From an optimization exercise on the open Yosys and OpenROAD flow, aimed at small area and a short achievable clock period; shortcuts taken in it are not production practice. In this exercise RTL edits were held to simulation tests only and were not proved equivalent to the original. Power figures rest on the tool's default switching activity, not on a simulated workload.

`flow/design.v`:
```
`timescale 1ns / 1ps
module AO222N(input a0, input s0, input a1, input s1, input a2, input s2, output y);
	assign y = ~((a0 & s0) | (a1 & s1) | (a2 & s2));
endmodule
module NAND11(input [10:0] t, output y);
	assign y = ~&t;
endmodule
module RDTAIL(input [10:0] t, input rfsel, input m, input mh, input w, input wb, output y);
	assign y = (mh & m) | (wb & w) | (rfsel & ~&t);
endmodule
module AO21(input a, input b, input c, output y);
	assign y = (a & b) | c;
endmodule
module AND2(input a, input b, output y);
	assign y = a & b;
endmodule
`timescale 1ns / 1ps
module ADDER(input [31:0] a, input [31:0] b, input cin, output [32:0] s,
             output [31:0] and_ab, output [31:0] xor_ab);
	wire [32:0] g0 = {a & b, cin};
	wire [32:0] p0 = {a ^ b, 1'b0};
	wire [32:0] g1 = g0 | (p0 & {g0[31:0], 1'b0});
	wire [32:0] p1 = p0 & {p0[31:0], 1'b0};
	wire [32:0] g2 = g1 | (p1 & {g1[30:0], 2'b0});
	wire [32:0] p2 = p1 & {p1[30:0], 2'b0};
	wire [32:0] g3 = g2 | (p2 & {g2[28:0], 4'b0});
	wire [32:0] p3 = p2 & {p2[28:0], 4'b0};
	wire [32:0] g4 = g3 | (p3 & {g3[24:0], 8'b0});
	wire [32:0] p4 = p3 & {p3[24:0], 8'b0};
	wire [32:0] g5 = g4 | (p4 & {g4[16:0], 16'b0});
	wire [32:0] p5 = p4 & {p4[16:0], 16'b0};
	wire [32:0] g6 = g5 | (p5 & {g5[0:0], 32'b0});
	assign s = {g6[32], p0[32:1] ^ g6[31:0]};
	assign and_ab = g0[32:1];
	assign xor_ab = p0[32:1];
endmodule
`timescale 1ns / 1ps
module PIPELINE(input clk,
                input rst,
                input btn,
                input on,
                output [31:0] imem_addr,
                input  [31:0] imem_data,
                output [31:0] dmem_addr,
                output [31:0] dmem_wdata,
                output        dmem_we,
                output        dmem_re,
                input  [31:0] dmem_rdata,
                output        wb_we,
                output [4:0]  wb_reg,
                output [31:0] wb_data);
	wire enable = !rst && (!on || btn);
	reg [31:0] pc;
	reg        br_pend;
	reg [31:0] d_ir;
	reg [31:0] d_npc;
	reg        e_rw, e_ld, e_st, e_br;    
	reg        e_fa, e_fb;                
	reg [31:0] e_a, e_b;                  
	reg [31:0] e_x;                       
	reg [4:0]  e_rt;
	reg        e_bm, e_bmn, e_bb, e_bbn, e_bx;  
	reg        e_sub;                     
	reg        e_rsum, e_rand, e_ror, e_rslt;  
	reg        m_rw, m_ld, m_st, m_tk;
	reg [31:0] m_res;                     
	reg [31:0] m_wd;
	reg [4:0]  m_rd;
	reg        w_rw;
	reg [31:0] w_data;
	reg [4:0]  w_rd;
	reg [32*31-1:0] rf;                    
	wire [5:0] d_op = d_ir[31:26];
	wire [4:0] d_rs = d_ir[25:21];
	wire [4:0] d_rt = d_ir[20:16];
	wire d_isR  = (d_op == 6'b000000);
	wire d_isLW = (d_op == 6'b100011);
	wire d_isSW = (d_op == 6'b101011);
	wire d_isBR = (d_op == 6'b000100);
	wire stall = e_ld && ((e_rt == d_rs) || (e_rt == d_rt));
	wire [4:0] e_rd = e_ld ? e_rt : e_x[15:11];
	wire [31:0] m_val = m_ld ? dmem_rdata : m_res;
	wire mhit_a = m_rw && (m_rd != 5'd0) && (m_rd == d_rs);
	wire mhit_b = m_rw && (m_rd != 5'd0) && (m_rd == d_rt);
	wire wbyp_a = !mhit_a && w_rw && (w_rd == d_rs) && (d_rs != 5'd0);
	wire wbyp_b = !mhit_b && w_rw && (w_rd == d_rt) && (d_rt != 5'd0);
	wire rfsel_a = !mhit_a && !wbyp_a;
	wire rfsel_b = !mhit_b && !wbyp_b;
	wire [32:0] sel_a, sel_b;                  
	genvar gi, gb;
	generate
		for (gi = 0; gi < 31; gi = gi + 1) begin : g_sel
			assign sel_a[gi] = (d_rs == gi + 1);
			assign sel_b[gi] = (d_rt == gi + 1);
		end
	endgenerate
	assign sel_a[32:31] = 2'b00;
	assign sel_b[32:31] = 2'b00;
	wire [31:0] d_a, d_b;
	generate
		for (gb = 0; gb < 32; gb = gb + 1) begin : g_rd
			wire [32:0] in;
			wire [10:0] ta, tb;
			for (gi = 0; gi < 31; gi = gi + 1) begin : g_in
				assign in[gi] = rf[32*gi + gb];
			end
			assign in[32:31] = 2'b00;
			for (gi = 0; gi < 10; gi = gi + 1) begin : g_grp
				AO222N ga(.a0(in[3*gi]), .s0(sel_a[3*gi]), .a1(in[3*gi+1]), .s1(sel_a[3*gi+1]),
				          .a2(in[3*gi+2]), .s2(sel_a[3*gi+2]), .y(ta[gi]));
				AO222N gb2(.a0(in[3*gi]), .s0(sel_b[3*gi]), .a1(in[3*gi+1]), .s1(sel_b[3*gi+1]),
				           .a2(in[3*gi+2]), .s2(sel_b[3*gi+2]), .y(tb[gi]));
			end
			assign ta[10] = ~(in[30] & sel_a[30]);
			assign tb[10] = ~(in[30] & sel_b[30]);
			RDTAIL na(.t(ta), .rfsel(rfsel_a), .m(m_val[gb]), .mh(mhit_a), .w(w_data[gb]), .wb(wbyp_a), .y(d_a[gb]));
			RDTAIL nb(.t(tb), .rfsel(rfsel_b), .m(m_val[gb]), .mh(mhit_b), .w(w_data[gb]), .wb(wbyp_b), .y(d_b[gb]));
		end
	endgenerate
	wire ehit_a = e_rw && (e_rd != 5'd0) && (e_rd == d_rs);
	wire ehit_b = e_rw && (e_rd != 5'd0) && (e_rd == d_rt);
	wire [5:0] d_fn  = d_ir[5:0];
	wire d_mem  = d_isLW || d_isSW;
	wire d_add  = d_isR && (d_fn[5:1] == 5'b10000);
	wire d_sub  = d_isR && (d_fn[5:1] == 5'b10001);
	wire d_and  = d_isR && (d_fn == 6'b100100);
	wire d_or   = d_isR && (d_fn == 6'b100101);
	wire d_slt  = d_isR && (d_fn == 6'b101010);
	wire [31:0] d_sext = {{16{d_ir[15]}}, d_ir[15:0]};
	wire [31:0] d_tgt  = d_npc + d_sext;
	wire [31:0] x_a  = e_fa ? m_res : e_a;
	wire [31:0] x_bf = e_fb ? m_res : e_b;
	wire [31:0] x_b    = ({32{e_bm}} & m_res) | ({32{e_bmn}} & ~m_res) | ({32{e_bb}} & e_b) | ({32{e_bbn}} & ~e_b)
	                   | ({32{e_bx}} & e_x);
	wire [32:0] sum;
	wire [31:0] x_and, x_xor;
	ADDER alu_add(.a(x_a), .b(x_b), .cin(e_sub), .s(sum), .and_ab(x_and), .xor_ab(x_xor));
	wire        ltu    = !sum[32];
	wire [31:0] x_oth  = ({32{e_rand}} & x_and)
	                   | ({32{e_ror}}  & (x_and | x_xor))
	                   | {31'd0, e_rslt & ltu}
	                   | ({32{e_br}}   & e_x);
	wire [31:0] x_res;
	genvar gr;
	generate
		for (gr = 0; gr < 32; gr = gr + 1) begin : g_res
			AO21 ro(.a(e_rsum), .b(sum[gr]), .c(x_oth[gr]), .y(x_res[gr]));
		end
	endgenerate
	wire        x_eq   = ~|x_xor;
	wire PCSrc = m_tk;
	assign dmem_addr  = m_res;
	assign dmem_wdata = m_wd;
	assign dmem_we    = m_st & enable;
	assign dmem_re    = m_ld & enable;
	assign wb_we   = w_rw & enable;
	assign wb_reg  = w_rd;
	assign wb_data = w_data;
	wire halt = (imem_data[31:26] == 6'b111111);
	wire [31:0] pc_inc = pc + 32'd1;
	assign imem_addr = pc;
	always @(posedge clk)
		if (rst) begin
			pc      <= 32'd0;
			br_pend <= 1'b0;
		end else if (enable) begin
			if (stall)
				br_pend <= PCSrc;
			else begin
				br_pend <= 1'b0;
				if (PCSrc)
					pc <= m_res;
				else if (br_pend)
					pc <= e_x;
				else if (!halt)
					pc <= pc_inc;
			end
		end
	always @(posedge clk)
		if (rst) begin
			d_ir[31:26] <= 6'd0;
			d_ir[15:11] <= 5'd0;
			d_ir[5:0]   <= 6'd0;
		end else if (enable && !stall) begin
			d_ir[31:26] <= imem_data[31:26];
			d_ir[15:11] <= imem_data[15:11];
			d_ir[5:0]   <= imem_data[5:0];
		end
	always @(posedge clk)
		if (enable && !stall) begin
			d_ir[25:16] <= imem_data[25:16];
			d_ir[10:6]  <= imem_data[10:6];
			d_npc       <= pc_inc;
		end
	always @(posedge clk)
		if (rst) begin
			e_rw <= 1'b0;
			e_ld <= 1'b0;
			e_st <= 1'b0;
			e_br <= 1'b0;
		end else if (enable) begin
			e_rw <= !stall && (d_isR || d_isLW);
			e_ld <= !stall && d_isLW;
			e_st <= !stall && d_isSW;
			e_br <= !stall && d_isBR;
		end
	always @(posedge clk)
		if (enable) begin
			e_fa <= ehit_a;
			e_fb <= ehit_b;
			e_a  <= d_a;
			e_b  <= d_b;
			e_x  <= stall ? m_res : (d_isBR ? d_tgt : d_sext);
			e_rt <= d_rt;
			e_bx   <= d_mem;
			e_bm   <= !d_mem && ehit_b && !(d_sub || d_slt);
			e_bmn  <= !d_mem && ehit_b && (d_sub || d_slt);
			e_bb   <= !d_mem && !ehit_b && !(d_sub || d_slt);
			e_bbn  <= !d_mem && !ehit_b && (d_sub || d_slt);
			e_sub  <= d_sub || d_slt;
			e_rsum <= d_add || d_sub || d_mem;
			e_rand <= d_and;
			e_ror  <= d_or;
			e_rslt <= d_slt;
		end
	always @(posedge clk)
		if (rst) begin
			m_rw <= 1'b0;
			m_ld <= 1'b0;
			m_st <= 1'b0;
			m_tk <= 1'b0;
		end else if (enable) begin
			m_rw <= e_rw;
			m_ld <= e_ld;
			m_st <= e_st;
			m_tk <= e_br && x_eq;
		end
	always @(posedge clk)
		if (enable) begin
			m_res <= x_res;
			m_wd  <= x_bf;
			m_rd  <= e_rd;
		end
	always @(posedge clk)
		if (rst)
			w_rw <= 1'b0;
		else if (enable)
			w_rw <= m_rw;
	always @(posedge clk)
		if (enable) begin
			w_data <= m_val;
			w_rd   <= m_rd;
		end
	wire [31:1] rf_we;
	genvar gw;
	generate
		for (gw = 1; gw < 32; gw = gw + 1) begin : g_we
			AND2 wa(.a(w_rw && (w_rd == gw)), .b(enable), .y(rf_we[gw]));
		end
	endgenerate
	integer j;
	always @(posedge clk)
		for (j = 1; j < 32; j = j + 1)
			if (rf_we[j])
				rf[32*j-1 -: 32] <= w_data;
endmodule
```
`flow/flow/run.sh`:
```
#!/bin/bash
# The standard layout (standard.sh, unchanged synthesis and steps), with
# the port buffers that buffer_ports inserts made of buf_2 cells instead of
# the delay buffers it picks by default. make's full output goes to
# flow_make.log here; ORFS keeps each step's log under orfs/logs/.
set -euo pipefail
export BUFFER_PORTS_ARGS="-buffer_cell sky130_fd_sc_hd__buf_2"
bash standard.sh finish > flow_make.log 2>&1
```
`flow/standard.sh`:
```
#!/bin/bash
# synth_recipe.tcl (not shown) runs the flow's synth.tcl, then flattens the netlist and writes it again
# the make line also repeats each setting of config.mk as NAME=value (left out here)
make -C /OpenROAD-flow-scripts/flow DESIGN_CONFIG=/design/flow/config.mk WORK_HOME=/design/flow/orfs CLKGATE_MAP_FILE= SYNTH_SCRIPT=/design/flow/synth_recipe.tcl "${@:-finish}"
```
`flow/config.mk`:
```
export PLATFORM = sky130hd
export DESIGN_NAME = PIPELINE
export DESIGN_NICKNAME = PIPELINE
export VERILOG_FILES = /design/flow/design.v
export SDC_FILE = /design/flow/constraint.sdc
export NUM_CORES = 4
export LEC_CHECK = 0
export CAP_MARGIN = 20
export CELL_PAD_IN_SITES_DETAIL_PLACEMENT = 1
export CELL_PAD_IN_SITES_GLOBAL_PLACEMENT = 1
export CORE_MARGIN = 2
export CORE_UTILIZATION = 50
export CTS_BUF_LIST = sky130_fd_sc_hd__clkbuf_8
export CTS_CLUSTER_DIAMETER = 70
export CTS_CLUSTER_SIZE = 14
export PLACE_DENSITY = 0.55
export SETUP_SLACK_MARGIN = 3.4
export SLEW_MARGIN = 20
export SYNTH_HIERARCHICAL = 1
export TNS_END_PERCENT = 25
```
`flow/constraint.sdc`:
```
create_clock -name core_clock -period 6.5 [get_ports {clk}]
set_input_delay 1.3000 -clock core_clock [delete_from_list [all_inputs] [get_ports {clk}]]
set_output_delay 1.3000 -clock core_clock [all_outputs]
set_load 0.01 [all_outputs]
```
==> results.json, run 1 <==
{
  "grt_use_met3_pct": 6.29,
  "status": "complete, no violations",
  "p_per_area_nw_per_um2": 254,
  "synth_edf_count": 1258,
  "grt_use_met1_pct": 47.8,
  "grt.overflow.total": 0,
  "layout-area-overhead-vs-synth_pct": 14.2,
  "period_minus_slack_ns": 3.25,
  "slew_viol_final": 0,
  "ios": 204,
  "grtUsageMet2_pct": 61.9,
  "cts.sinks": 1317,
  "slew-limit-headroom_pct": 24.8,
  "setup_tns_ns": 0,
  "hold_buffers": 0,
  "yosysWarningCount": 7,
  "post-route-period-util_pct": 50.1,
  "hold_depth": 2,
  "synth-seq-cells": 1317,
  "cp_max_fo": 3,
  "antenna_found_initial": 5,
  "netlist_instances": 4095,
  "drv_cap": 0,
  "clockBufferDepth": 3,
  "yosysTopAreaCell": "edfxtp_1",
  "setup_violations": 0,
  "post_route_cells_drive_above_1_share_pct": 22.1,
  "busiest_layer": "met2",
  "core.rowCount": 125,
  "synthArstFlopShare_pct": 0,
  "crit_type": "flop to flop",
  "pre_cts_ws_ns": 2.14,
  "gr-usage-all-layers_pct": 36.9,
  "vias": 44803,
  "drt_iter0_drc": 7919,
  "irDropWorstVdd_mv": 0.214,
  "nets": 4652,
  "max_stage_delay_ns": 0.44,
  "drc_errors": 0,
  "max_freq_mhz": 307,
  "rrSetupSlack_ns": 3.25,
  "final_util_pct": 57.6,
  "gp_congestion": 0.942,
  "cts_root_buf": "clkbuf_8",
  "drt_wl_total_um": 229000,
  "p_leak_nw": 22.4,
  "whs_endpoint": "d_ir[26]",
  "hp-class": "flop to flop",
  "crit_required_ns": 7.17,
  "hold_viol_final": 0,
  "dp_hpwl_um": 147000,
  "crit_slowest_cell": "or4_1",
  "grt_first_pass_wirelength_um": 324000,
  "syn_area_per_cell_sq_um": 14.3,
  "vias_per_cell": 7.34,
  "synth_top_cell_area_share_pct": 64.3,
  "core_area_sq_um": 116000,
  "dr.pass1.iters": 13,
  "ant_nets": 0,
  "r2r_cells": 12,
  "grt_max_degree": 160,
  "io_buffers": 203,
  "worstSetupEndpointType": "flop",
  "die_w_um": 347,
  "synthesis.nets": 4229,
  "whs_ns": 0.489,
  "rr_endpoint": "e_x[28]",
  "synth.yosys.seq_area_share_pct": 66.4,
  "first_global_vias": 44919,
  "ys_top_cells_by_area": "edfxtp_1, a222oi_1, nand2_1, dfxtp_1, mux2_2",
  "min_from": "d_ir[26]",
  "skew_ns": 0.0290,
  "start_util_pct": 50.5,
  "critPathArrivalTime_ns": 3.92,
  "cts-htree-levels": 3,
  "worst_pin_slew_ns": 1.13,
  "ys.flop_type": "edfxtp_1",
  "netlist-cell-type-count": 83,
  "clk_latency_ns": 0.82,
  "rsz0062_at_grt": "yes",
  "r2r-start": "d_npc[0]",
  "layout_setup_ws_ns": 3.25,
  "path_cells": "ha_2 > fa_2 > a21oi_4 > o211ai_1 > buf_4 > a2111oi_4 > nor2_2 > nor4b_4 > or4_1 > a31oi_2 > mux2_1 > nand2_1",
  "cts_tree": "done",
  "die_y_um": 347,
  "cts_buffers": 108,
  "die-area_sq_um": 120000,
  "routedWlPerCell_um": 37.5,
  "start_kind": "flop",
  "syn_area_sq_um": 58700,
  "path_clk_slew_ns": 0.10
}
-- metrics by stage --
| stage | cell area (sq um) | instances | total power [mW] |
|---|---|---|---|
| after floorplan | 58800 | 4095 | 11.2 |
| after global placement | 62400 | 5823 | 12.1 |
| after detailed placement | 62400 | 5823 | 12.1 |
| after CTS | 65800 | 6056 | 16.8 |
| after global routing | 67000 | 6099 | 17.5 |
| final | 67000 | 6100 | 17.0 |
-- critical path, delay by kind of cell (launching register included) --
| family | cells | cell delay (ns) |
|---|---|---|
| muxes | 1 | 0.35 |
| adders and majority gates | 2 | 0.58 |
| AOI/OAI and AO/OA | 4 | 0.85 |
| DFF | 1 | 0.38 |
| and+or+nand+nor | 4 | 0.78 |
| buffers and inverters | 1 | 0.18 |
-- cell families (layout without fill, tap and decap cells) --
logic type               Yosys count  after routing  share of synthesized area, %
other                              0              2                             0
buffers and inverters            158            636                          1.06
AND/OR/NAND/NOR                 1010           1011                          8.26
XOR/XNOR                         127            127                          1.89
AO/OA/AOI/OAI                   1222           1222                          17.5
flip-flops                      1317           1317                          66.4
multiplexers                     195            195                          3.54
adder cells (fa/ha/maj)           66             66                          1.43
-- layer usage --
metal / share of wire [%] / wire length [um]
met2: 49 / 111000
met1: 37 / 83800
met5: 0 / 0
met4: 4.4 / 10100
met3: 10 / 23300
-- modules after synthesis, one instance, submodules excluded --
module | flops+latches | times used | cell area [sq um] | cells inside
PIPELINE | 1317 | 1 | 47700 | 2766
AO21 | 0 | 32 | 7.51 | 1
AND2 | 0 | 31 | 6.26 | 1
RDTAIL | 0 | 64 | 36.3 | 6
ADDER | 0 | 1 | 1810 | 242
AO222N | 0 | 640 | 10.0 | 1
-- cell usage after synthesis (all sizes together), types with 18 or more instances --
cell type,count
a211oi,23
a21o,80
a21oi,165
a222oi,640
a22oi,65
and2,36
buf,28
clkbuf,106
dfxtp,59
edfxtp,1258
ha,64
inv,23
mux2,99
mux2i,96
nand2,322
nand3,142
nand4,156
nor2,220
nor3,37
nor4,18
o21ai,107
o31ai,69
xnor2,70
xor2,57
-- power breakdown --
part / internal, mW / switching (mW)
combinational: 0.958 / 1.65
clock: 1.81 / 2.83
sequential: 9.57 / 0.227
total: 12.3 / 4.70
-- layout by cell type (no fill, tap or decap), types with 21 or more instances in the layout --
master and n:
mux2i_1 92, a21o_1 79, nor3_1 34, ha_4 26
a222oi_1 640, nand2_1 302, buf_6 28, nor2_2 69
edfxtp_1 1258, dfxtp_1 52, inv_1 57, o21ai_1 25
buf_4 199, xor2_1 57, o31ai_4 21, nand4_1 156
ha_1 26, xnor2_1 68, a22oi_1 64, buf_2 198
clkbuf_8 114, o21ai_0 76, mux2_2 95, nand3_1 138
o31ai_2 35, a21oi_1 148, nor2_1 150
-- layout make-up --
| type | count | area (sq um) |
|---|---|---|
| well taps | 1524 | 1910 |
| clock buffers | 114 | 1570 |
| inverters | 24 | 119 |
| fillers | 11082 | 49300 |
| diodes | 2 | 5.00 |
| clock inverters | 52 | 370 |
| flip-flops and latches | 1317 | 39000 |
| multi-input cells | 2621 | 20800 |
| repair buffers | 446 | 3270 |
-- flip-flops by register name, summed over array words and instances, names as in the netlist, 5 cells and up --
name / flops
m_rd: 5
e_x: 32
d_npc: 32
e_rt: 5
rf: 992
e_a: 32
pc: 32
w_data: 32
d_ir: 32
m_wd: 32
e_b: 32
w_rd: 5
m_res: 32
-- worst max path at each step --
stage / startpoint / end / slack, ns
after detailed placement: rst / dmem_we / 2.14
after global placement: rst / dmem_we / 2.19
final: d_npc[0] / e_x[28] / 3.25
after global routing: d_npc[0] / e_x[28] / 3.19
after CTS: d_npc[0] / e_x[28] / 3.16
after floorplan: on / rf[0] / 0.34
-- timing repair --
| action | 4_1_cts | 5_1_grt |
|---|---|---|
| resized for setup | 177 | 167 |
| setup endpoints to repair | 440 | 906 |
| cloned | 3 | 1 |
| buffers inserted | 64 | 40 |
| pin swaps | 43 | 71 |
==> run 2, diff against run 1 <==
--- a/flow/config.mk
+++ b/flow/config.mk
@@ -15,5 +15,5 @@
 export CTS_CLUSTER_SIZE = 14
 export PLACE_DENSITY = 0.55
-export SETUP_SLACK_MARGIN = 3.4
+export SETUP_SLACK_MARGIN = 3.6
 export SLEW_MARGIN = 20
 export SYNTH_HIERARCHICAL = 1
==> results.json, run 2 <==
{
  "synth_edf_count": 1258,
  "worst_pin_slew_ns": 1.10,
  "drv_cap": 0,
  "hold_viol_final": 0,
  "fillers": 10937,
  "netlist_instances": 4095,
  "die_w_um": 347,
  "ys_top_cells_by_area": "edfxtp_1, a222oi_1, nand2_1, dfxtp_1, mux2_2",
  "yosysWarningCount": 7,
  "gp_congestion": 0.942,
  "r2r-start": "e_bbn",
  "syn_area_sq_um": 58700,
  "grt_first_pass_wirelength_um": 343000,
  "p_total_mw": 17.4,
  "synthArstFlopShare_pct": 0,
  "p_leak_nw": 23.6,
  "top_register": "rf",
  "drt_wl_total_um": 243000,
  "hold_depth": 1,
  "slew-limit-headroom_pct": 27.0,
  "r2r_cells": 14,
  "dr.pass1.iters": 14,
  "start_util_pct": 50.5,
  "cp_max_fo": 6,
  "setup_tns_ns": 0,
  "vias_per_cell": 7.40,
  "critPathArrivalTime_ns": 3.98,
  "die-area_sq_um": 120000,
  "p_per_area_nw_per_um2": 251,
  "period_minus_slack_ns": 3.42,
  "synth.yosys.seq_area_share_pct": 66.4,
  "rr_endpoint": "m_res[30]",
  "cts_tree": "done",
  "gr-usage-all-layers_pct": 39.4,
  "grt.overflow.total": 0,
  "cts_buffers": 108,
  "cts-htree-levels": 3,
  "ys.flop_type": "edfxtp_1",
  "core_area_sq_um": 116000,
  "ios": 204,
  "dp_hpwl_um": 147000,
  "hold_buffers": 0,
  "drt_iter0_drc": 8755,
  "synthesis.nets": 4229,
  "whs_endpoint": "m_st",
  "die_y_um": 347,
  "ys_top_cells_by_count": "edfxtp_1, a222oi_1, nand2_1",
  "clockBufferDepth": 3,
  "core.rowCount": 125,
  "skew_ns": 0.0348,
  "rrSetupSlack_ns": 3.08,
  "grt_max_degree": 160,
  "max_freq_mhz": 293,
  "cts.sinks": 1317,
  "crit_type": "flop to flop",
  "setup_violations": 0,
  "synth_top_cell_area_share_pct": 64.3,
  "layout_common_cells": "edfxtp_1, a222oi_1, nand2_1, buf_4, buf_2",
  "syn_area_per_cell_sq_um": 14.3,
  "netlist-cell-type-count": 83,
  "final_util_pct": 59.7,
  "post-route-period-util_pct": 52.5,
  "fin_area_sq_um": 69500,
  "antenna_found_initial": 7,
  "largest_register_ffs": 992,
  "synth_most_common_cell": "edfxtp_1",
  "whs_ns": 0.490,
  "place_area_sq_um": 62400,
  "layout_commonest_cell": "edfxtp_1",
  "cts_root_buf": "clkbuf_8",
  "slew_viol_final": 0,
  "vias": 46090,
  "irDropWorstVdd_mv": 0.214,
  "hp-class": "flop to flop",
  "status": "complete, no violations",
  "io_buffers": 203,
  "drc_errors": 0,
  "ant_nets": 0,
  "routedWlPerCell_um": 39.1,
  "crit_required_ns": 7.07,
  "first_global_vias": 46581,
  "synth-seq-cells": 1317,
  "rsz0062_at_grt": "yes",
  "yosysTopAreaCell": "edfxtp_1",
  "path_clk_slew_ns": 0.10,
  "layout-area-overhead-vs-synth_pct": 18.4,
  "start_kind": "flop",
  "post_route_cells_drive_above_1_share_pct": 25.0,
  "worstSetupEndpointType": "flop",
  "min_from": "m_st",
  "clk_latency_ns": 0.82,
  "nets": 4779
}
run 2: power by group:
part           internal (mW)  total (mW)  switching (mW)
combinational           1.18        2.99            1.81
clock                   1.81        4.65            2.84
sequential              9.57        9.80           0.233
run 2: how the worst max path moves through the flow:
stage	startpoint	end	slack, ns
floorplan	on	rf[0]	0.34
global route	e_bbn	m_res[30]	3.00
global placement	rst	dmem_we	2.19
finish	e_bbn	m_res[30]	3.08
detailed placement	rst	dmem_we	2.14
CTS	d_npc[0]	e_x[28]	3.16
run 2: kinds of logic after synthesis:
logic type	count (synthesis)	synth area share [%]
DFF	1317	66.4
muxes	195	3.54
AOI/OAI and AO/OA	1222	17.5
and+or+nand+nor	1010	8.26
adders and majority gates	66	1.43
xor gates and xnor gates	127	1.89
buffers and inverters	158	1.06
run 2: per-stage QoR:
step	setup slack [ns]	instances
finish	3.08	6226
global route	3.00	6226
CTS	3.16	6189
detailed placement	2.14	5823
global placement	2.19	5823
floorplan	0.342	4095
run 2: area by class of cell:
class                      instances  area, sq um  area share, %
inverter                          24          119          0.171
clock buffer                     114         1570           2.26
timing repair buffer             573         5290           7.61
tap                             1524         1910           2.74
antenna                            1         2.50        0.00360
sequential                      1317        39000           56.1
multi-input combinational       2621        21300           30.6
clock inverter                    52          370          0.533
run 2: critical path, cell delays in order (launching register included):
cell      delay [ns]
edfxtp_1        0.43
buf_6           0.15
buf_12          0.12
buf_16          0.14
mux2i_1         0.13
nand3_1         0.18
ha_4            0.34
o211ai_2        0.12
o211ai_4        0.28
nand4b_4        0.21
a311oi_4        0.45
o21bai_1        0.16
a21oi_2         0.19
xor2_1          0.09
a21o_1          0.17
run 2: layer usage:
metal  up-vias  GRT usage (%)  wire length, um  share of wire, %
met5         -              0               15            0.0062
met4         2           18.2            13500               5.5
met3       546           7.51            27100                11
met2      3085           65.5           117000                48
met1     23592           50.2            85800                35
li1      18865              -                -                 -
run 2: per-module statistics from Yosys, one instance, submodules excluded:
module,times used,cell area [sq um],cells inside,flip-flops and latches
RDTAIL,64,36.3,6,0
AO222N,640,10.0,1,0
AO21,32,7.51,1,0
AND2,31,6.26,1,0
PIPELINE,1,47700,2766,1317
ADDER,1,1810,242,0
run 2: repair_timing:
action,in CTS,in global routing
pin swaps,184,56
resized for setup,477,65
endpoints found under the setup margin,1208,1021
gates cloned,26,3
setup buffers,174,33
==> run 3, diff against run 2 <==
--- a/flow/config.mk
+++ b/flow/config.mk
@@ -15,6 +15,6 @@
 export CTS_CLUSTER_SIZE = 14
 export PLACE_DENSITY = 0.55
-export SETUP_SLACK_MARGIN = 3.6
+export SETUP_SLACK_MARGIN = 3.5
 export SLEW_MARGIN = 20
 export SYNTH_HIERARCHICAL = 1
-export TNS_END_PERCENT = 25
+export TNS_END_PERCENT = 35
==> results.json, run 3 <==
{
  "status": "complete, no violations",
  "drt_iter0_drc": 8290,
  "synthArstFlopShare_pct": 0,
  "dr.pass1.iters": 12,
  "netlist-cell-type-count": 83,
  "cts_buffers": 108,
  "seqCellArea_sq_um": 39000,
  "synth.yosys.seq_area_share_pct": 66.4,
  "grt_first_pass_wirelength_um": 329000,
  "syn_area_per_cell_sq_um": 14.3,
  "ios": 204,
  "synth_edf_count": 1258,
  "p_per_area_nw_per_um2": 251,
  "largest_register_ffs": 992,
  "path_clk_slew_ns": 0.10,
  "cts.sinks": 1317,
  "vias": 45443,
  "critPathArrivalTime_ns": 3.94,
  "io_buffers": 203,
  "vias_per_cell": 7.35,
  "worstSetupEndpointType": "flop",
  "die_y_um": 347,
  "dp_hpwl_um": 147000,
  "layout_commonest_cell": "edfxtp_1",
  "die-area_sq_um": 120000,
  "gp_congestion": 0.942,
  "antenna_found_initial": 4,
  "clockBufferDepth": 3,
  "top_register": "rf",
  "ys_top_cells_by_count": "edfxtp_1, a222oi_1, nand2_1",
  "synth-seq-cells": 1317,
  "cts_root_buf": "clkbuf_8",
  "crit_type": "flop to flop",
  "cp_max_fo": 3,
  "die_w_um": 347,
  "crit_start": "d_npc[0]",
  "clk_latency_ns": 0.82,
  "synthesis.nets": 4229,
  "rsz0062_at_grt": "yes",
  "cts_tree": "done",
  "worst_pin_slew_ns": 1.09,
  "post_route_cells_drive_above_1_share_pct": 24.0,
  "drv_cap": 0,
  "routedWlPerCell_um": 38.2,
  "r2r-start": "d_npc[0]",
  "irDropWorstVdd_mv": 0.214,
  "core_area_sq_um": 116000,
  "whs_ns": 0.489,
  "period_minus_slack_ns": 3.27,
  "ant_nets": 0,
  "netlist_instances": 4095,
  "syn_area_sq_um": 58700,
  "nets": 4736,
  "cts-htree-levels": 3,
  "ys.flop_type": "edfxtp_1",
  "start_kind": "flop",
  "hold_buffers": 0,
  "setup_violations": 0,
  "grt_max_degree": 160,
  "first_global_vias": 45312,
  "skew_ns": 0.0391,
  "yosysWarningCount": 7,
  "p_leak_nw": 23.1,
  "synth_most_common_cell": "edfxtp_1",
  "grt.overflow.total": 0,
  "rrSetupSlack_ns": 3.23,
  "core.rowCount": 125,
  "post-route-period-util_pct": 50.3,
  "gr-usage-all-layers_pct": 37.5,
  "min_from": "m_st",
  "drc_errors": 0,
  "ys_top_cells_by_area": "edfxtp_1, a222oi_1, nand2_1, dfxtp_1, mux2_2",
  "multi_input_area_sq_um": 21100,
  "drt_wl_total_um": 236000,
  "start_util_pct": 50.5,
  "slew_viol_final": 0,
  "crit_required_ns": 7.17,
  "layout_common_cells": "edfxtp_1, a222oi_1, nand2_1, buf_4, buf_2",
  "synth_top_cell_area_share_pct": 64.3,
  "yosysTopAreaCell": "edfxtp_1",
  "slew-limit-headroom_pct": 27.6,
  "fillers": 10988,
  "hp-class": "flop to flop",
  "setup_tns_ns": 0,
  "max_freq_mhz": 306,
  "hold_viol_final": 0,
  "layout-area-overhead-vs-synth_pct": 16.9
}
==> run 3: per-layer routing <==
metal | vias to the layer above | GRT usage (%) | routed length (um)
met1 | 23233 | 48.3 | 84500
li1 | 18763 | - | -
met3 | 498 | 6.68 | 24300
met2 | 2945 | 63.3 | 116000
met5 | - | 0 | 20
met4 | 4 | 14.7 | 11500
==> run 3: path summary, 6_finish.rpt <==
path | end | cells past startpoint
min | m_st | 1
max reg2reg | e_x[28] | 12
min reg2reg | m_st | 1
max | e_x[28] | 12
==> run 3: per-stage QoR <==
stage	setup WS (ns)	cells	power, mW	util (%)	instance area [sq um]
2_1_floorplan	0.342	4095	11.2	-	58800
3_3_place_gp	2.19	5823	12.1	53.6	62400
3_5_place_dp	2.14	5823	12.1	53.6	62400
4_1_cts	3.16	6092	17.0	57.6	67000
5_1_grt	3.19	6183	17.7	59.0	68600
6_report	3.23	6183	17.2	59.0	68600
==> run 3: power by group <==
part,switching [mW],internal [mW]
registers,0.229,9.57
clock network,2.84,1.81
logic,1.71,1.08
==> run 3: critical path, stage by stage, from the launching register on <==
cell and delay, ns:
edfxtp_1 0.38, ha_2 0.21, fa_2 0.37, a21oi_4 0.16, o211ai_1 0.10, buf_4 0.18, a2111oi_4 0.39, nor2_2 0.11
nor4b_4 0.17, or4_1 0.44, a31oi_2 0.21, mux2_1 0.35, nand2_1 0.06
==> run 3: final cells by class <==
cell class	count	share of cell area, %
Inverter	24	0.173
Antenna cell	1	0.00365
Clock buffer	114	2.29
Multi-Input combinational cell	2621	30.8
Sequential cell	1317	56.8
Tap cell	1524	2.78
Timing Repair Buffer	530	6.66
Clock inverter	52	0.540
==> run 3: logic make-up (layout without fill, tap and decap cells) <==
group           after synthesis  in the layout  share of synthesized area, %
fa+ha+maj                    66             66                          1.43
compound gates             1222           1222                          17.5
simple gates               1010           1011                          8.26
buf+inv                     158            720                          1.06
flops                      1317           1317                          66.4
other cells                   0              1                             0
mux                         195            195                          3.54
xor+xnor                    127            127                          1.89
==> run 3: per-module statistics from Yosys, one instance, submodules excluded <==
module / area, sq um / cells
AO21: 7.51 / 1
ADDER: 1810 / 242
RDTAIL: 36.3 / 6
AO222N: 10.0 / 1
PIPELINE: 47700 / 2766
AND2: 6.26 / 1
==> run 3: timing repair <==
item,4_1_cts,5_1_grt
pin swaps,104,86
setup endpoints to repair,1144,800
setup buffers,94,78
gates cloned,9,12
gates resized for setup,343,160
==> run 4, diff against run 3 <==
--- a/flow/config.mk
+++ b/flow/config.mk
@@ -12,9 +12,9 @@
 export CORE_UTILIZATION = 50
 export CTS_BUF_LIST = sky130_fd_sc_hd__clkbuf_8
-export CTS_CLUSTER_DIAMETER = 70
-export CTS_CLUSTER_SIZE = 14
-export PLACE_DENSITY = 0.55
-export SETUP_SLACK_MARGIN = 3.5
+export CTS_CLUSTER_DIAMETER = 60
+export CTS_CLUSTER_SIZE = 12
+export PLACE_DENSITY = 0.65
+export SETUP_SLACK_MARGIN = 3.2
 export SLEW_MARGIN = 20
 export SYNTH_HIERARCHICAL = 1
-export TNS_END_PERCENT = 35
+export TNS_END_PERCENT = 5
==> results.json, run 4 <==
{
  "p_leak_nw": 22.0,
  "whs_endpoint": "m_st",
  "drc_errors": 0,
  "cts_tree": "done",
  "grt.overflow.total": 0,
  "nets": 4615,
  "yosysWarningCount": 7,
  "vias_per_cell": 7.31,
  "ios": 204,
  "cts.sinks": 1317,
  "ant_nets": 0,
  "synthesis.nets": 4229,
  "r2r-start": "d_ir[22]",
  "p_per_area_nw_per_um2": 266,
  "drv_cap": 0,
  "gp_congestion": 0.942,
  "slew-limit-headroom_pct": 21.2,
  "r2r_cells": 7,
  "setup_tns_ns": 0,
  "synth-seq-cells": 1317,
  "die_y_um": 347,
  "synth_most_common_cell": "edfxtp_1",
  "vias": 44334,
  "status": "complete, no violations",
  "critPathArrivalTime_ns": 4.04,
  "cts_buffers": 137,
  "drt_wl_total_um": 226000,
  "hold_depth": 1,
  "skew_ns": 0.0568,
  "cts-htree-levels": 4,
  "fillers": 11227,
  "ys.flop_type": "edfxtp_1",
  "clockBufferDepth": 3,
  "rr_endpoint": "e_a[20]",
  "dp_hpwl_um": 147000,
  "ys_top_cells_by_count": "edfxtp_1, a222oi_1, nand2_1",
  "yosysTopAreaCell": "edfxtp_1",
  "setup_violations": 0,
  "period_minus_slack_ns": 3.49,
  "syn_area_per_cell_sq_um": 14.3,
  "largest_register_ffs": 992,
  "rrSetupSlack_ns": 3.01,
  "post-route-period-util_pct": 53.7,
  "die-area_sq_um": 120000,
  "final_util_pct": 56.3,
  "max_freq_mhz": 287,
  "clk_latency_ns": 0.88,
  "irDropWorstVdd_mv": 0.204,
  "path_clk_slew_ns": 0.08,
  "crit_required_ns": 7.05,
  "min_from": "m_st",
  "layout_commonest_cell": "edfxtp_1",
  "layout_common_cells": "edfxtp_1, a222oi_1, nand2_1, buf_2, buf_4",
  "gr-usage-all-layers_pct": 36.9,
  "cts_root_buf": "clkbuf_8",
  "io_buffers": 203,
  "top_register": "rf",
  "synth_edf_count": 1258,
  "post_route_cells_drive_above_1_share_pct": 18.8,
  "antenna_found_initial": 12,
  "worstSetupEndpointType": "flop",
  "start_kind": "flop",
  "core.rowCount": 125,
  "dr.pass1.iters": 13,
  "rsz0062_at_grt": "yes",
  "netlist_instances": 4095,
  "hold_viol_final": 0,
  "grt_first_pass_wirelength_um": 322000,
  "multi_input_area_sq_um": 19600,
  "netlist-cell-type-count": 83,
  "start_util_pct": 50.5,
  "synthArstFlopShare_pct": 0,
  "hp-class": "flop to flop",
  "worst_pin_slew_ns": 1.18,
  "first_global_vias": 44816,
  "synth_top_cell_area_share_pct": 64.3,
  "seqCellArea_sq_um": 39000,
  "syn_area_sq_um": 58700,
  "grt_max_degree": 160,
  "die_w_um": 347,
  "slew_viol_final": 0,
  "cp_max_fo": 32,
  "layout-area-overhead-vs-synth_pct": 11.6,
  "ys_top_cells_by_area": "edfxtp_1, a222oi_1, nand2_1, dfxtp_1, mux2_2",
  "crit_type": "flop to flop",
  "drt_iter0_drc": 8076,
  "synth.yosys.seq_area_share_pct": 66.4,
  "core_area_sq_um": 116000,
  "routedWlPerCell_um": 37.3
}
==> run 4: kinds of logic after synthesis <==
group | Yosys count | synth area share (%)
AOI/OAI and AO/OA | 1222 | 17.5
xor gates and xnor gates | 127 | 1.89
adders and majority gates | 66 | 1.43
buffers and inverters | 158 | 1.06
DFF | 1317 | 66.4
muxes | 195 | 3.54
and+or+nand+nor | 1010 | 8.26
==> run 4: critical path: stages, from the launching register on <==
cell and delay (ns):
edfxtp_1 0.63, nand2b_4 0.38, nor2_2 0.08, buf_4 0.29, a222oi_1 0.51, nand4_1 0.48
o31ai_1 0.53, nand2_1 0.22
==> run 4: per-layer routing <==
metal,share of wire [%],global-route usage [%],vias up
li1,-,-,18531
met1,37,47.3,22661
met2,49,62.5,2708
met3,10,6.77,424
met4,4.0,13.8,10
met5,0.025,0,-
==> run 4: how the worst max path moves through the flow <==
| stage | startpoint | end | slack [ns] | cells past startpoint |
|---|---|---|---|---|
| after floorplan | on | rf[0] | 0.34 | 3 |
| after global placement | rst | dmem_we | 2.19 | 5 |
| after detailed placement | rst | dmem_we | 2.14 | 5 |
| after CTS | d_ir[0] | e_x[28] | 3.00 | 12 |
| after global routing | d_ir[6] | e_x[25] | 2.98 | 10 |
| final | d_ir[22] | e_a[20] | 3.01 | 7 |
==> run 4: layout make-up <==
| cell class | instances | area share, % |
|---|---|---|
| antenna | 3 | 0.0115 |
| clock buffer | 143 | 3.00 |
| clock inverter | 51 | 0.788 |
| inverter | 24 | 0.160 |
| multi-input combinational | 2621 | 29.9 |
| sequential | 1317 | 59.4 |
| tap | 1524 | 2.91 |
| timing repair buffer | 380 | 3.79 |
==> run 4: per-stage QoR <==
step / cells / hold WS (ns) / power [mW] / worst slack [ns] / area, sq um
2_1_floorplan: 4095 / 0.421 / 11.2 / 0.342 / 58800
3_3_place_gp: 5823 / 0.455 / 12.1 / 2.19 / 62400
3_5_place_dp: 5823 / 0.463 / 12.1 / 2.14 / 62400
4_1_cts: 6035 / 0.490 / 17.4 / 3.00 / 65200
5_1_grt: 6062 / 0.515 / 17.9 / 2.98 / 65500
6_report: 6063 / 0.483 / 17.5 / 3.01 / 65500
==> run 4: power by group <==
part	switching [mW]	internal, mW	leakage, nW
logic	1.50	0.764	8.62
clock network	3.01	2.37	1.34
registers	0.240	9.57	12.0
total	4.75	12.7	22.0
==> run 4: what timing repair did <==
item,4_1_cts,5_1_grt
endpoints found under the setup margin,165,113
hold buffers,0,0
setup buffers,16,25
cloned,2,0
resized for setup,32,33
pin swaps,5,8
==> run 4: per-module statistics from Yosys (local to each module, per instance) <==
module    area (sq um)  flops+latches
AO222N            10.0              0
ADDER             1810              0
RDTAIL            36.3              0
AND2              6.26              0
AO21              7.51              0
PIPELINE         47700           1317
==> run 5, diff against run 4 <==
--- a/flow/config.mk
+++ b/flow/config.mk
@@ -18,3 +18,3 @@
 export SLEW_MARGIN = 20
 export SYNTH_HIERARCHICAL = 1
-export TNS_END_PERCENT = 5
+export TNS_END_PERCENT = 25
==> results.json, run 5 <==
{
  "worst_pin_slew_ns": 1.15,
  "io_buffers": 203,
  "slew_viol_final": 0,
  "synth.yosys.seq_area_share_pct": 66.4,
  "ys_top_cells_by_area": "edfxtp_1, a222oi_1, nand2_1, dfxtp_1, mux2_2",
  "drt_iter0_drc": 7779,
  "antenna_found_initial": 12,
  "crit_type": "flop to flop",
  "placedCellCount": 5823,
  "cp_max_fo": 32,
  "grt_first_pass_wirelength_um": 323000,
  "p_sw_share_pct": 27.3,
  "vias": 44478,
  "path_clk_slew_ns": 0.09,
  "cts.sinks": 1317,
  "hold_buffers": 0,
  "synth_most_common_cell": "edfxtp_1",
  "skew_ns": 0.0544,
  "hp-class": "flop to flop",
  "ys.flop_type": "edfxtp_1",
  "cts-htree-levels": 4,
  "netlist-cell-type-count": 83,
  "ant_nets": 0,
  "comb_power_share_pct": 13.4,
  "synth_edf_count": 1258,
  "largest_register_ffs": 992,
  "grt_max_degree": 160,
  "gp_congestion": 0.942,
  "synth_top_cell_area_share_pct": 64.3,
  "crit_required_ns": 7.09,
  "core_area_sq_um": 116000,
  "clk_latency_ns": 0.88,
  "p_int_mw": 12.8,
  "vias_per_cell": 7.32,
  "syn_area_sq_um": 58700,
  "synth-adder-area-share_pct": 1.43,
  "syn_area_per_cell_sq_um": 14.3,
  "synth-seq-cells": 1317,
  "die_y_um": 347,
  "power_frac_seq_pct": 55.9,
  "routedWlPerCell_um": 37.3,
  "drv_cap": 0,
  "final_util_pct": 56.7,
  "yosysTopAreaCell": "edfxtp_1",
  "synth-compound-area-share_pct": 17.5,
  "muxShareOfSynthArea_pct": 3.54,
  "cts_root_buf": "clkbuf_8",
  "worstSetupEndpointType": "flop",
  "ys_top_cells_by_count": "edfxtp_1, a222oi_1, nand2_1",
  "slew-limit-headroom_pct": 23.5,
  "clkPwrFrac_pct": 30.7,
  "top_register": "rf",
  "setup_violations": 0,
  "synth_top_family_by_area": "compound AO/OA/AOI/OAI gates",
  "synthArstFlopShare_pct": 0,
  "ios": 204,
  "p_leak_nw": 22.1,
  "die_w_um": 347,
  "max_freq_mhz": 290,
  "die-area_sq_um": 120000,
  "fillers": 11185,
  "drt_wl_total_um": 226000,
  "switchingPower_mw": 4.78,
  "post_route_cells_drive_above_1_share_pct": 19.8,
  "netlist_instances": 4095,
  "synth-simple-area-share_pct": 8.26,
  "start_kind": "flop",
  "start_util_pct": 50.5,
  "drc_errors": 0,
  "layout_commonest_cell": "edfxtp_1",
  "layout_common_cells": "edfxtp_1, a222oi_1, nand2_1, buf_2, buf_4",
  "period_minus_slack_ns": 3.44,
  "nets": 4629,
  "critPathArrivalTime_ns": 4.04,
  "stdcell_count": 6077,
  "synthesis.nets": 4229,
  "cts_tree": "done",
  "cts_buffers": 137,
  "grt.overflow.total": 0,
  "gr-usage-all-layers_pct": 36.9,
  "dp_hpwl_um": 147000,
  "dr.pass1.iters": 13,
  "p_per_area_nw_per_um2": 266,
  "status": "complete, no violations",
  "irDropWorstVdd_mv": 0.205,
  "rsz0062_at_grt": "yes",
  "core.rowCount": 125,
  "synth_xor_area_share_pct": 1.89,
  "yosysWarningCount": 7,
  "layout-area-overhead-vs-synth_pct": 12.3,
  "setup_tns_ns": 0,
  "clockBufferDepth": 3,
  "post-route-period-util_pct": 53.0,
  "hold_viol_final": 0,
  "first_global_vias": 44955
}
==> run 5: cell types whose count changed in the layout (fill, tap and decap cells not counted), sizes merged <==
cell / change
buf: +14
==> run 5: cell families (layout without fill, tap and decap cells) <==
kind of cell	after synthesis	count (layout)
adders and majority gates	66	66
muxes	195	195
and+or+nand+nor	1010	1011
buffers and inverters	158	612
AOI/OAI and AO/OA	1222	1222
xor gates and xnor gates	127	127
other	0	3
DFF	1317	1317
==> run 5: path summary, 6_finish.rpt <==
check	slack [ns]	cells past startpoint	from	to
setup / recovery	3.06	8	d_ir[24]	e_a[4]
hold / removal	0.48	1	m_st	m_st
setup reg to reg	3.06	8	d_ir[24]	e_a[4]
hold reg to reg	0.48	1	m_st	m_st
==> run 5: per-module statistics from Yosys, one instance, submodules excluded <==
module	flops+latches	copies in the design	cells inside
AND2	0	31	1
AO222N	0	640	1
PIPELINE	1317	1	2766
ADDER	0	1	242
RDTAIL	0	64	6
AO21	0	32	1
==> run 5: area by class of cell <==
| type | count | area (sq um) | share of cell area [%] |
|---|---|---|---|
| inverter | 24 | 105 | 0.159 |
| clock buffer | 143 | 1970 | 2.99 |
| antenna | 3 | 7.51 | 0.0114 |
| timing repair buffer | 394 | 2620 | 3.97 |
| sequential | 1317 | 39000 | 59.1 |
| multi-input combinational | 2621 | 19800 | 30.1 |
| tap | 1524 | 1910 | 2.89 |
| clock inverter | 51 | 517 | 0.784 |
==> run 5: what timing repair did <==
action	4_1_cts	5_1_grt
gates cloned	2	0
endpoints found under the hold margin	0	0
setup buffers	28	27
pin swaps	11	23
resized for setup	49	70
endpoints found under the setup margin	165	101
==> run 5: critical path, cell delays in order (launching register included) <==
cell and delay [ns]:
edfxtp_1 0.54, buf_4 0.21, or3b_2 0.35, nor2_2 0.05, buf_4 0.31, a222oi_1 0.48, nand4_1 0.39, o31ai_1 0.66
nand2_1 0.16
==> run 5: routing by layer <==
layer	routed length [um]	GRT usage, %
met4	9620	14.8
met3	22600	6.94
met1	82700	47.0
met2	111000	62.3
met5	54	0
==> run 5: stage by stage <==
stage	power, mW	instance area (sq um)	setup slack, ns	hold slack, ns
global route	18.0	65900	3.06	0.515
floorplan	11.2	58800	0.342	0.421
detailed placement	12.1	62400	2.14	0.463
CTS	17.4	65300	3.12	0.490
global placement	12.1	62400	2.19	0.455
finish	17.5	65900	3.06	0.481
==> run 5: power groups by stage <==
stage | Combinational [mW] | Sequential (mW) | Clock, mW
6_report | 2.35 | 9.80 | 5.38
5_1_grt | 2.49 | 9.81 | 5.71
3_5_place_dp | 2.12 | 10.0 | 0
4_1_cts | 2.20 | 9.81 | 5.44
3_3_place_gp | 2.09 | 10.0 | 0
2_1_floorplan | 1.18 | 10.0 | 0

[port drivers added, routing unchanged]
How much do the figures lean on ideal ports? The routed layouts below were timed once more, with nothing changed but the port constraints.
Step 1 sets driving cells, clkbuf_16 on the clock port and buf_2 on the other inputs (assumed; they add their load-dependent delay and slew).
Step 2 moves the port delays by t, midway between the first and last clock arrival at a register: inputs arrive t later, outputs are due t later. That takes back most of the time a late clock gives input paths.
Slacks: ideal / step 1 / step 2; pairs: ideal / step 1.
run	t, ns	setup WS [ns]	worst hold slack (ns)
run 1	0.883	3.247 / 3.150 / 2.383	0.489 / 0.489 / 0.489
run 2	0.875	3.085 / 3.085 / 2.580	0.490 / 0.490 / 0.490
run 3	0.879	3.233 / 3.148 / 2.401	0.489 / 0.489 / 0.489
run 4	0.930	3.011 / 3.011 / 2.309	0.483 / 0.483 / 0.483
run 5	0.935	3.055 / 3.055 / 2.345	0.481 / 0.481 / 0.481
After both steps setup and hold are still met in every run listed. For run 1, which loses most, drivers alone change the setup slack by -0.097 ns; drivers and shift together by -0.864 ns.
